Background: an optimization exercise with open tools, aiming at small area. Do not read the settings as production practice.
Only simulation tests tie the RTL to the original design; equivalence was not proved.
No activity file was given, so power comes from the tool's default toggle rates.

==> flow/design.v (excerpt) <==
module linear_transfomation (
	input			clock,
	input			rst_n,
	input			cal_begin,
	output			cal_valid,
	input  [11:0]	indata,
	output [11:0]	outdata,
	input  [11:0]	C00, C01, C02, C03, C04, C05, C06, C07, C08,
	input  [11:0]	C09, C10, C11, C12, C13, C14, C15, C16
);
==> flow/config.mk <==
export PLATFORM = sky130hd
export DESIGN_NAME = linear_transfomation
export DESIGN_NICKNAME = linear_transfomation
export VERILOG_FILES = /design/flow/design.v
export SDC_FILE = /design/flow/constraint.sdc
export NUM_CORES = 4
export LEC_CHECK = 0
export ABC_AREA = 0
export CAP_MARGIN = 20
export CORE_MARGIN = 2
export CORE_UTILIZATION = 40
export GPL_TIMING_DRIVEN = 0
export PLACE_DENSITY = 0.6
export SLEW_MARGIN = 20
==> flow/constraint.sdc <==
create_clock -name core_clock -period 5.5 [get_ports {clock}]
set_input_delay 1.1000 -clock core_clock [delete_from_list [all_inputs] [get_ports {clock}]]
set_output_delay 1.1000 -clock core_clock [all_outputs]
set_load 0.01 [all_outputs]
standard.sh (not shown) runs the stock make flow with config.mk's settings and CLKGATE_MAP_FILE= SYNTH_SCRIPT=/design/flow/synth_recipe.tcl, a recipe that flattens the netlist after the stock synthesis.
==> flow/flow/run.sh <==
#!/bin/bash
# Standard layout, with the port buffers made from the smallest buffer cell,
# a clock tree of small buffers without dummy loads, and power (area)
# recovery on paths with positive slack.
export BUFFER_PORTS_ARGS="-buffer_cell sky130_fd_sc_hd__buf_1"
export CTS_ARGS="-sink_clustering_enable -repair_clock_nets -dont_use_dummy_load -sink_clustering_size 30 -buf_list {sky130_fd_sc_hd__clkbuf_4 sky130_fd_sc_hd__clkbuf_8}"
export RECOVER_POWER=100
bash standard.sh > standard.log 2>&1
==> next run, changes <==
==> flow/flow/run.sh (replaced) <==
#!/bin/bash
# Standard layout, with the port buffers made from the smallest buffer cell.
export BUFFER_PORTS_ARGS="-buffer_cell sky130_fd_sc_hd__buf_1"
bash standard.sh > standard.log 2>&1
Settings changed: GPL_TIMING_DRIVEN 0 to not set.
Final area falls by 1.9%.
Clock skew falls by 0.035 ns.
Clock-buffer cell count does not change.
Wire length rises by 0.85%.
Core utilization falls by 0.97 points.
Power rises by 2.2%.
Global-route usage rises by 0.58 points.
Sequential share of layout area rises by 0.38 points.
Hold slack is better by 0.038 ns.
Via count falls by 0.63%.

* * *

## before
Starting RTL as in the previous note.
## linear_transfomation
module linear_transfomation (
	input			clock,
	input			rst_n,
	input			cal_begin,
	output			cal_valid,
	input  [11:0]	indata,
	output [11:0]	outdata,
	input  [11:0]	C00, C01, C02, C03, C04, C05, C06, C07, C08,
	input  [11:0]	C09, C10, C11, C12, C13, C14, C15, C16
);
export LEC_CHECK = 0
export ABC_AREA = 0
export CAP_MARGIN = 20
export CORE_MARGIN = 2
export CORE_UTILIZATION = 55
export GPL_TIMING_DRIVEN = 0
export PLACE_DENSITY = 0.7
export SLEW_MARGIN = 20
create_clock -name core_clock -period 5.5 [get_ports {clock}]
==> flow/flow/run.sh <==
#!/bin/bash
# Standard layout, with the port buffers made from the smallest buffer cell,
# a clock tree of small buffers without dummy loads, and power (area)
# recovery on paths with positive slack.
export BUFFER_PORTS_ARGS="-buffer_cell sky130_fd_sc_hd__buf_1"
export CTS_ARGS="-sink_clustering_enable -repair_clock_nets -dont_use_dummy_load -sink_clustering_size 30 -buf_list {sky130_fd_sc_hd__clkbuf_4 sky130_fd_sc_hd__clkbuf_8}"
export RECOVER_POWER=100
bash standard.sh > standard.log 2>&1
before has completed all stages; timing, DRC and antenna checks passed.
Inputs modified between before and after:
--- a/flow/flow/run.sh
+++ b/flow/flow/run.sh
@@ -5,3 +5,3 @@
 export BUFFER_PORTS_ARGS="-buffer_cell sky130_fd_sc_hd__buf_1"
-export CTS_ARGS="-sink_clustering_enable -repair_clock_nets -dont_use_dummy_load -sink_clustering_size 30 -buf_list {sky130_fd_sc_hd__clkbuf_4 sky130_fd_sc_hd__clkbuf_8}"
+export CTS_ARGS="-sink_clustering_enable -repair_clock_nets -dont_use_dummy_load -buf_list {sky130_fd_sc_hd__clkbuf_4 sky130_fd_sc_hd__clkbuf_8}"
 export RECOVER_POWER=100
--- a/flow/config.mk
+++ b/flow/config.mk
@@ -10,5 +10,4 @@
 export CORE_MARGIN = 2
-export CORE_UTILIZATION = 55
-export GPL_TIMING_DRIVEN = 0
-export PLACE_DENSITY = 0.7
+export CORE_UTILIZATION = 40
+export PLACE_DENSITY = 0.6
 export SLEW_MARGIN = 20
==> notes.md <==
Re simple-gate portion of the synthesized area: no difference whatsoever between after and before. before has a higher via count of the first global-routing pass than after. Looking at number of detailed-route iterations in the first pass, after sits 1 above before. after | stages: all done | timing, DRC, antenna: all pass. Signed area change from the synthesized netlist to the final layout is lower on after. For after, the worst setup path endpoint was d1[7]$_DFF_P_, unlike before, where it was d1[6]$_DFF_P_. ~same share of total power in the clock network in before and after.

==> re-timing with driven ports <==
The results above use ideal ports. As a check the final layouts listed here were re-extracted and re-timed, cells and wires unchanged.
Step 1 (the two cells are an assumption about what drives the block):
set clk [get_ports {clock}]
set_driving_cell -lib_cell sky130_fd_sc_hd__clkbuf_16 $clk
set_driving_cell -lib_cell sky130_fd_sc_hd__buf_2 [delete_from_list [all_inputs] $clk]
Step 2 moves the port delays by t, midway between the first and last clock arrival at a register: inputs arrive t later, outputs are due t later. That takes back most of the time a late clock gives input paths.
Three values: no drivers, after step 1, after step 2; two values: the first two.
run | t (ns) | setup slack, ns | latest minus earliest clock arrival (ns) | pins driven straight from the clock port
the first run of note 1 | 0.397 | 0.135 / 0.135 / 0.135 | 0.047 / 0.046 | 1
the second run of note 1 | 0.386 | 0.367 / 0.367 / 0.367 | 0.012 / 0.011 | 1
before | 0.397 | 0.160 / 0.160 / 0.160 | 0.033 / 0.032 | 1
after | 0.388 | 0.372 / 0.372 / 0.372 | 0.051 / 0.050 | 1
After both steps setup and hold are still met in every run listed.
